This design comes from an exercise in tuning for small area on the open sky130 flow, not from production work. At most, simulation tests tie the RTL to the original design; equivalence was not proved. No driver is modelled on the clock port, so clock power and skew are understated where the tree is cut down; a real chip needs a root buffer or a tree. Power figures rest on the tool's default switching activity, not on a simulated workload.

==> inputs of trial 20 <==
==> flow/design.v <==
`timescale 1ns / 1ps
module DisplayModule(
    input clk,
    input rst,
    input buttonU,
    input buttonL,
    input buttonR,
    input buttonD,
    input sw0,
    input sw1,
    output [3:0] an,
    output [6:0] sev_seg,
    output dp
    );
    reg p2, m3a, m3b;
    always @(posedge clk) begin
        p2  <= ~(rst | p2);
        m3a <= ~(rst | m3a | m3b);
        m3b <= ~rst & m3a;
    end
    reg [4:0] m23;
    wire m23_ph22 = ((m23 & 5'h16) == 5'h14);
    always @(posedge clk)
        if (rst | m23_ph22) m23 <= 5'h0;
        else m23 <= {~m23[3:0], m23[4] ^ m23[1]};
    reg [9:0] m547;
    wire m547_ph546 = ((m547 & 10'h37a) == 10'h368);
    wire m547_ph2 = ((m547 & 10'h26d) == 10'h228);
    always @(posedge clk)
        if (rst | m547_ph546) m547 <= 10'h2ee;
        else m547 <= {~m547[8:0], ~m547[9] ^ m547[6]};
    reg [11:0] m2731;
    wire m2731_ph2730 = ((m2731 & 12'hd9b) == 12'h513);
    always @(posedge clk)
        if (rst | m2731_ph2730) m2731 <= 12'h4b;
        else m2731 <= {~m2731[10:0], m2731[11] ^ m2731[10]};
    reg [14:0] sec;
    wire sec_low = (sec[13:0] == 14'h1555);
    wire sec_zero = sec_low & sec[14];
    always @(posedge clk)
        if (rst) sec <= 15'h5555;
        else sec <= {~sec[13:0], sec[14] ^ sec[13] ^ sec_low};
    wire k2mod6 = m3b & ~p2;
    wire e240 = k2mod6 & m23_ph22;
    wire e30  = ~p2 & m547_ph546;
    wire p30  = p2 & m547_ph2;
    wire e2   = k2mod6 & m2731_ph2730;
    wire div0 = sec_zero;
    wire [3:0] b = {buttonU, buttonL, buttonR, buttonD};
    reg [3:0] s0, s1, ed;
    always @(posedge clk) begin
        if (rst) s0 <= 4'b0;
        else if (e30) s0 <= b;
    end
    always @(posedge clk) begin
        if (e30) begin
            s1 <= s0; ed <= s0 & ~s1;
        end
    end
    wire [3:0] pulse = p30 ? ed : 4'b0;
    reg [1:0] swd;
    always @(posedge clk) begin
        if (rst) swd <= 2'b0;
        else swd <= {swd[0], sw0 | sw1};
    end
    wire load = (|pulse) | swd[1];
    function [4:0] fwd(input [4:0] j); fwd = {j[3:0], ~j[4]}; endfunction
    function [4:0] bwd(input [4:0] j); bwd = {~j[0], j[4:1]}; endfunction
    reg [4:0] j0, j1, j2, j3;    
    wire z0 = ~j0[4] & ~j0[0], z1 = ~j1[4] & ~j1[0], z2 = ~j2[4] & ~j2[0], z3 = ~j3[4] & ~j3[0];
    wire qz = z0 & z1 & z2 & z3;
    wire swr = sw0 | sw1;
    wire K = rst | (load & swr);               
    wire A = load & ~swr & ~rst;               
    wire sU = pulse[3] & ~pulse[2] & ~pulse[1] & ~pulse[0];
    wire sL = ~pulse[3] & pulse[2] & ~pulse[1] & ~pulse[0];
    wire sR = ~pulse[3] & ~pulse[2] & pulse[1] & ~pulse[0];
    wire sD = ~pulse[3] & ~pulse[2] & ~pulse[1] & pulse[0];
    wire t9 = j1[4] & ~j1[3], t_ge2 = j1[1] | j1[4], t_ge5 = j1[4];
    wire c1 = (sU & t9) | (sL & t_ge2) | (sD & t_ge5);
    wire h9 = j2[4] & ~j2[3], h8 = j2[3] & ~j2[2], h_ge8 = j2[4] & ~j2[2], h_ge5 = j2[4], h4 = j2[3] & ~j2[4];
    wire c2 = (sU & c1 & h9) | (sL & (h9 | (h8 & c1))) | (sR & h_ge8) | (sD & (h_ge5 | (h4 & c1)));
    wire sat = c2 & j3[4] & ~j3[3];
    wire As = A & ~sat;
    wire N = A & sat;                          
    wire M0 = div0 & ~qz & ~load & ~rst;       
    wire M1 = M0 & z0, M2 = M1 & z1, M3 = M2 & z2;
    wire U1 = As & sU, L1 = As & sL, D1 = As & sD;
    wire H1 = As & ((sU & c1) | (sL & ~c1)), H2 = As & ((sL & c1) | sR);
    wire H5 = As & sD & ~c1, H6 = As & sD & c1;
    wire T1 = As & c2;
    wire K5 = load & sw1 & ~sw0 & ~rst, K1 = load & sw0 & ~sw1 & ~rst;
    wire k0 = ~(K | N | M0);
    wire k1 = ~(K | N | M1 | U1 | L1 | D1);
    wire k2 = ~(K | N | M2 | H1 | H2 | H5 | H6);
    wire k3 = ~(K | M3 | T1);
    wire [4:0] nine = 5'b10000;
    always @(posedge clk) begin
        j0 <= ({5{k0}} & j0) | ({5{N}} & nine) | ({5{M0}} & bwd(j0)) | {5{K5}};
        j1 <= ({5{k1}} & j1) | ({5{N}} & nine) | ({5{M1}} & bwd(j1)) | ({5{U1}} & fwd(j1))
            | ({5{L1}} & bwd(bwd(j1))) | ({5{D1}} & ~j1) | {4'b0, K1};
        j2 <= ({5{k2}} & j2) | ({5{N}} & nine) | ({5{M2}} & bwd(j2)) | ({5{H1}} & fwd(j2))
            | ({5{H2}} & fwd(fwd(j2))) | ({5{H5}} & ~j2) | ({5{H6}} & fwd(~j2)) | {3'b0, K5, K5};
        j3 <= ({5{k3}} & j3) | ({5{M3}} & bwd(j3)) | ({5{T1}} & fwd(j3));
    end
    reg started;
    reg [1:0] g;
    reg [4:0] dig;
    wire sel0 = e240 & g[1] & ~g[0], sel1 = e240 & ~g[1] & ~g[0];
    wire sel2 = e240 & ~g[1] & g[0],  sel3 = e240 & g[1] & g[0];
    wire keep = ~e240 & ~rst;
    always @(posedge clk) begin
        if (rst) begin
            started <= 1'b0; g <= 2'b10;
        end else if (e240) begin
            started <= 1'b1; g <= {g[0], ~g[1]};
        end
        dig <= ({5{sel0 & ~rst}} & j0) | ({5{sel1 & ~rst}} & j1) | ({5{sel2 & ~rst}} & j2)
             | ({5{sel3 & ~rst}} & j3) | ({5{keep}} & dig) | {rst, rst, 3'b0};
    end
    assign dp = started;
    assign an[0] = started & (g[1] | g[0]);
    assign an[1] = started & (g[1] | ~g[0]);
    assign an[2] = started & ~(g[1] & g[0]);
    assign an[3] = started & ~(g[1] & ~g[0]);
    wire [4:0] j = dig;
    wire [6:0] hx;
    assign hx[0] = (~j[1] & j[2]) | (~j[1] & ~j[4]);
    assign hx[1] = (~j[1] & j[2]) | (j[0] & ~j[3]);
    assign hx[2] = (~j[3] & j[4]) | (j[0] & ~j[1]) | (~j[1] & j[2]) | (j[0] & j[2]);
    assign hx[3] = (~j[3] & j[4]) | (j[0] & ~j[1]) | (~j[1] & j[2]) | (j[3] & ~j[4]);
    assign hx[4] = j[1] & ~j[2];
    assign hx[5] = j[1] & j[4];
    assign hx[6] = (j[0] & ~j[1]) | (j[3] & ~j[4]);
    reg blink;
    always @(posedge clk) begin
        if (rst) blink <= 1'b0;
        else if (e2) blink <= qz & ~blink;
    end
    wire odd0 = (~j0[3] & j0[4]) | (j0[0] & ~j0[1]) | (~j0[1] & j0[2]) | (j0[0] & j0[4]) | (j0[2] & ~j0[3]);
    wire flash = odd0 & ~j2[1] & ~j2[4] & z3 & ~load;
    assign sev_seg = hx | {7{flash | blink}};
endmodule
==> flow/run.sh <==
#!/bin/bash
# synth_recipe.tcl (not shown) runs the flow's synth.tcl, then flattens the netlist and writes it again
# the make line also repeats each setting of config.mk as NAME=value (left out here)
make -C /OpenROAD-flow-scripts/flow DESIGN_CONFIG=/design/flow/config.mk WORK_HOME=/design/flow/orfs CLKGATE_MAP_FILE= SYNTH_SCRIPT=/design/flow/synth_recipe.tcl finish
==> flow/config.mk <==
export PLATFORM = sky130hd
export DESIGN_NAME = DisplayModule
export DESIGN_NICKNAME = DisplayModule
export VERILOG_FILES = /design/flow/design.v
export SDC_FILE = /design/flow/constraint.sdc
export NUM_CORES = 4
export LEC_CHECK = 0
export CAP_MARGIN = 20
export CORE_MARGIN = 2
export CORE_UTILIZATION = 40
export CTS_CLUSTER_DIAMETER = 100
export CTS_CLUSTER_SIZE = 40
export SLEW_MARGIN = 20
==> flow/constraint.sdc <==
create_clock -name core_clock -period 10.0 [get_ports {clk}]
set_input_delay 2.0000 -clock core_clock [delete_from_list [all_inputs] [get_ports {clk}]]
set_output_delay 2.0000 -clock core_clock [all_outputs]
set_load 0.01 [all_outputs]
==> trial 52: changes against trial 20 <==
--- a/flow/design.v
+++ b/flow/design.v
@@ -26,12 +26,12 @@
     reg [9:0] m547;
-    wire m547_ph546 = ((m547 & 10'h37a) == 10'h368);
-    wire m547_ph2 = ((m547 & 10'h26d) == 10'h228);
+    wire m547_ph546 = ((m547 & 10'h13f) == 10'h0);
+    wire m547_ph2 = ((m547 & 10'h2af) == 10'h82);
     always @(posedge clk)
-        if (rst | m547_ph546) m547 <= 10'h2ee;
-        else m547 <= {~m547[8:0], ~m547[9] ^ m547[6]};
+        if (rst | m547_ph546) m547 <= 10'h124;
+        else m547 <= {~m547[8:0], m547[9] ^ m547[6]};
     reg [11:0] m2731;
-    wire m2731_ph2730 = ((m2731 & 12'hd9b) == 12'h513);
+    wire m2731_ph2730 = ((m2731 & 12'hf5f) == 12'h0);
     always @(posedge clk)
-        if (rst | m2731_ph2730) m2731 <= 12'h4b;
-        else m2731 <= {~m2731[10:0], m2731[11] ^ m2731[10]};
+        if (rst | m2731_ph2730) m2731 <= 12'hc9;
+        else m2731 <= {~m2731[10:0], m2731[11] ^ m2731[0]};
     reg [14:0] sec;
==> flow/flow/run.sh (new file) <==
#!/bin/bash
# Own layout flow: the standard flow (standard.sh), with these changes:
#  - the combinational logic is mapped with an area-oriented ABC script
#    (flow/area.script) instead of ORFS's speed script; the flip-flops come
#    from the unchanged standard synthesis steps (dfflibmap runs before abc);
#  - the port buffers are the smallest buffer cell;
#  - the clock is buffered by flow/pre_cts.tcl (a few clock buffers, each
#    driving the flip-flops of one region) in place of TritonCTS.
# Each tool's output goes to a log file in this folder.
set -euo pipefail
W=$(pwd)
# synthesis script: synth_recipe.tcl with abc's -script replaced
{
  head -n 1 synth_recipe.tcl
  echo "proc abc {args} { set i [lsearch \$args -script]; set args [lreplace \$args [expr {\$i+1}] [expr {\$i+1}] $W/flow/area.script]; yosys abc {*}\$args }"
  tail -n +2 synth_recipe.tcl
} > own_synth.tcl
sed -e "s#SYNTH_SCRIPT=[^ ]*#SYNTH_SCRIPT=$W/own_synth.tcl#" \
    -e "s#CLKGATE_MAP_FILE= #CLKGATE_MAP_FILE= 'BUFFER_PORTS_ARGS=-buffer_cell sky130_fd_sc_hd__buf_1' PRE_CTS_TCL=$W/flow/pre_cts.tcl #" \
    standard.sh > own_standard.sh
bash own_standard.sh > flow_make.log 2>&1
==> flow/flow/area.script (new file) <==
strash
dch -f
amap -F 5
topo
==> flow/flow/pre_cts.tcl (new file) <==
# Clock buffering in place of TritonCTS: the flip-flops' clock pins are split
# by position into GROUPS regions (stripes or quadrants), each driven by one
# clock buffer (BUF) that the clock port drives.
rename clock_tree_synthesis __cts_orig
proc clock_tree_synthesis {args} {
  set GROUPS 3
  set BUF sky130_fd_sc_hd__clkbuf_16
  set block [ord::get_db_block]
  set dbu [$block getDbUnitsPerMicron]
  set sinks {}
  foreach pin [get_pins -of_objects [get_nets clk]] {
    set iterm [sta::sta_to_db_pin $pin]
    if {$iterm == "NULL" || $iterm == ""} continue
    set bbox [[$iterm getInst] getBBox]
    lappend sinks [list [expr {([$bbox xMin] + [$bbox xMax]) / 2}] [expr {([$bbox yMin] + [$bbox yMax]) / 2}] $pin]
  }
  set n [llength $sinks]
  # GROUPS = 4: quadrants (split at the median x, then each half at its
  # median y); otherwise GROUPS stripes of equal sink count along x
  set byx [lsort -integer -index 0 $sinks]
  set glist {}
  if {$GROUPS == 4} {
    set h [expr {$n / 2}]
    foreach half [list [lrange $byx 0 [expr {$h - 1}]] [lrange $byx $h end]] {
      set byy [lsort -integer -index 1 $half]
      set q [expr {[llength $byy] / 2}]
      lappend glist [lrange $byy 0 [expr {$q - 1}]] [lrange $byy $q end]
    }
  } else {
    for {set g 0} {$g < $GROUPS} {incr g} {
      lappend glist [lrange $byx [expr {$g * $n / $GROUPS}] [expr {($g + 1) * $n / $GROUPS - 1}]]
    }
  }
  set groups [llength $glist]
  puts "manual clock buffering: $n sinks in $groups groups"
  for {set g 0} {$g < $groups} {incr g} {
    set grp [lindex $glist $g]
    if {[llength $grp] == 0} continue
    set sx 0; set sy 0; set pins {}
    foreach s $grp {
      set sx [expr {$sx + [lindex $s 0]}]; set sy [expr {$sy + [lindex $s 1]}]
      lappend pins [lindex $s 2]
    }
    set cx [expr {double($sx) / [llength $grp] / $dbu}]
    set cy [expr {double($sy) / [llength $grp] / $dbu}]
    puts "  group $g: [llength $grp] sinks, buffer at $cx $cy"
    insert_buffer -buffer_cell $BUF -net clk -load_pins $pins \
      -location [list $cx $cy] -buffer_name clkbuf_m$g -net_name clknet_m$g
  }
  global_connect
  foreach nn [$block getNets] {
    if {[string match clknet_m* [$nn getName]] || [$nn getName] == "clk"} { $nn setSigType CLOCK }
  }
}
==> flow/standard.sh (new file) <==
#!/bin/bash
# synth_recipe.tcl (not shown) runs the flow's synth.tcl, then flattens the netlist and writes it again
# the make line also repeats each setting of config.mk as NAME=value (left out here)
make -C /OpenROAD-flow-scripts/flow DESIGN_CONFIG=/design/flow/config.mk WORK_HOME=/design/flow/orfs CLKGATE_MAP_FILE= SYNTH_SCRIPT=/design/flow/synth_recipe.tcl "${@:-finish}"
--- a/flow/config.mk
+++ b/flow/config.mk
@@ -10,4 +10,2 @@
 export CORE_UTILIZATION = 40
-export CTS_CLUSTER_DIAMETER = 100
-export CTS_CLUSTER_SIZE = 40
 export SLEW_MARGIN = 20
removed: flow/run.sh
==> trial 31: changes against trial 20 <==
--- a/flow/design.v
+++ b/flow/design.v
@@ -26,12 +26,12 @@
     reg [9:0] m547;
-    wire m547_ph546 = ((m547 & 10'h37a) == 10'h368);
-    wire m547_ph2 = ((m547 & 10'h26d) == 10'h228);
+    wire m547_ph546 = ((m547 & 10'h26e) == 10'h46);
+    wire m547_ph2 = ((m547 & 10'h36f) == 10'h2);
     always @(posedge clk)
-        if (rst | m547_ph546) m547 <= 10'h2ee;
-        else m547 <= {~m547[8:0], ~m547[9] ^ m547[6]};
+        if (rst | m547_ph546) m547 <= 10'h0;
+        else m547 <= {~m547[8:0], m547[9] ^ m547[2]};
     reg [11:0] m2731;
-    wire m2731_ph2730 = ((m2731 & 12'hd9b) == 12'h513);
+    wire m2731_ph2730 = ((m2731 & 12'hdbf) == 12'h127);
     always @(posedge clk)
-        if (rst | m2731_ph2730) m2731 <= 12'h4b;
-        else m2731 <= {~m2731[10:0], m2731[11] ^ m2731[10]};
+        if (rst | m2731_ph2730) m2731 <= 12'h0;
+        else m2731 <= {~m2731[10:0], m2731[11] ^ m2731[0]};
     reg [14:0] sec;
==> flow/flow/run.sh (new file) <==
#!/bin/bash
# Own layout flow: the standard flow (standard.sh), with these changes:
#  - the combinational logic is mapped with an area-oriented ABC script
#    (flow/area.script) instead of ORFS's speed script; the flip-flops come
#    from the unchanged standard synthesis steps (dfflibmap runs before abc);
#  - the port buffers are the smallest buffer cell;
#  - the clock is buffered by flow/pre_cts.tcl (a few clock buffers, each
#    driving the flip-flops of one region) in place of TritonCTS.
# Each tool's output goes to a log file in this folder.
set -euo pipefail
W=$(pwd)
# synthesis script: synth_recipe.tcl with abc's -script replaced
{
  head -n 1 synth_recipe.tcl
  echo "proc abc {args} { set i [lsearch \$args -script]; set args [lreplace \$args [expr {\$i+1}] [expr {\$i+1}] $W/flow/area.script]; yosys abc {*}\$args }"
  tail -n +2 synth_recipe.tcl
} > own_synth.tcl
sed -e "s#SYNTH_SCRIPT=[^ ]*#SYNTH_SCRIPT=$W/own_synth.tcl#" \
    -e "s#CLKGATE_MAP_FILE= #CLKGATE_MAP_FILE= 'BUFFER_PORTS_ARGS=-buffer_cell sky130_fd_sc_hd__buf_1' PRE_CTS_TCL=$W/flow/pre_cts.tcl #" \
    standard.sh > own_standard.sh
bash own_standard.sh > flow_make.log 2>&1
==> flow/flow/area.script (new file) <==
strash
dch -f
amap -F 5
topo
==> flow/flow/pre_cts.tcl (new file) <==
# Clock buffering in place of TritonCTS: the flip-flops' clock pins are split
# by position into GROUPS regions (stripes or quadrants), each driven by one
# clock buffer (BUF) that the clock port drives.
rename clock_tree_synthesis __cts_orig
proc clock_tree_synthesis {args} {
  set GROUPS 3
  set BUF sky130_fd_sc_hd__clkbuf_16
  set block [ord::get_db_block]
  set dbu [$block getDbUnitsPerMicron]
  set sinks {}
  foreach pin [get_pins -of_objects [get_nets clk]] {
    set iterm [sta::sta_to_db_pin $pin]
    if {$iterm == "NULL" || $iterm == ""} continue
    set bbox [[$iterm getInst] getBBox]
    lappend sinks [list [expr {([$bbox xMin] + [$bbox xMax]) / 2}] [expr {([$bbox yMin] + [$bbox yMax]) / 2}] $pin]
  }
  set n [llength $sinks]
  # GROUPS = 4: quadrants (split at the median x, then each half at its
  # median y); otherwise GROUPS stripes of equal sink count along x
  set byx [lsort -integer -index 0 $sinks]
  set glist {}
  if {$GROUPS == 4} {
    set h [expr {$n / 2}]
    foreach half [list [lrange $byx 0 [expr {$h - 1}]] [lrange $byx $h end]] {
      set byy [lsort -integer -index 1 $half]
      set q [expr {[llength $byy] / 2}]
      lappend glist [lrange $byy 0 [expr {$q - 1}]] [lrange $byy $q end]
    }
  } else {
    for {set g 0} {$g < $GROUPS} {incr g} {
      lappend glist [lrange $byx [expr {$g * $n / $GROUPS}] [expr {($g + 1) * $n / $GROUPS - 1}]]
    }
  }
  set groups [llength $glist]
  puts "manual clock buffering: $n sinks in $groups groups"
  for {set g 0} {$g < $groups} {incr g} {
    set grp [lindex $glist $g]
    if {[llength $grp] == 0} continue
    set sx 0; set sy 0; set pins {}
    foreach s $grp {
      set sx [expr {$sx + [lindex $s 0]}]; set sy [expr {$sy + [lindex $s 1]}]
      lappend pins [lindex $s 2]
    }
    set cx [expr {double($sx) / [llength $grp] / $dbu}]
    set cy [expr {double($sy) / [llength $grp] / $dbu}]
    puts "  group $g: [llength $grp] sinks, buffer at $cx $cy"
    insert_buffer -buffer_cell $BUF -net clk -load_pins $pins \
      -location [list $cx $cy] -buffer_name clkbuf_m$g -net_name clknet_m$g
  }
  global_connect
  foreach nn [$block getNets] {
    if {[string match clknet_m* [$nn getName]] || [$nn getName] == "clk"} { $nn setSigType CLOCK }
  }
}
==> flow/standard.sh (new file) <==
#!/bin/bash
# synth_recipe.tcl (not shown) runs the flow's synth.tcl, then flattens the netlist and writes it again
# the make line also repeats each setting of config.mk as NAME=value (left out here)
make -C /OpenROAD-flow-scripts/flow DESIGN_CONFIG=/design/flow/config.mk WORK_HOME=/design/flow/orfs CLKGATE_MAP_FILE= SYNTH_SCRIPT=/design/flow/synth_recipe.tcl "${@:-finish}"
--- a/flow/config.mk
+++ b/flow/config.mk
@@ -9,5 +9,3 @@
 export CORE_MARGIN = 2
-export CORE_UTILIZATION = 40
-export CTS_CLUSTER_DIAMETER = 100
-export CTS_CLUSTER_SIZE = 40
+export CORE_UTILIZATION = 60
 export SLEW_MARGIN = 20
removed: flow/run.sh
==> run notes <==
The highest routed wire length belongs to trial 20, the lowest to trial 52. Fmax, lowest first: trial 20, trial 31, trial 52. Via count, lowest first: trial 52, trial 31, trial 20. Sequential share of layout area, highest first: trial 31, trial 52, trial 20. Hold slack: trial 20 < trial 52 < trial 31. First-iteration DRC count: trial 52 is higher than trial 20 (72%). Combinational power, lowest first: trial 31, trial 52, trial 20.
Function not checked in trial 52: the RTL went through the layout flow alone. The clock cells of trial 52 and trial 31 come from the design's own scripts or RTL, not from TritonCTS.

-- separate check: timing with driven ports --
The flow's constraints put no driver on any port. The routed layouts listed below were extracted and timed again, unchanged, in two steps. Step 1: set_driving_cell puts a clkbuf_16 on clk and a buf_2 on each other input, an assumption about the parent block. Step 2 also shifts input and output timing later by t, the mid clock arrival at the registers, as if the neighbouring blocks saw the same clock. Three values: ideal ports, drivers, drivers and shift; two values: the first two.
run | t, ns | setup slack, ns | pins driven straight from the clock port
trial 20 | 0.389 | 5.063 / 5.030 / 5.419 | 1
trial 52 | 0.227 | 5.316 / 5.257 / 5.414 | 3
trial 31 | 0.223 | 5.244 / 5.185 / 5.254 | 3
After both steps every run listed still meets setup and hold.
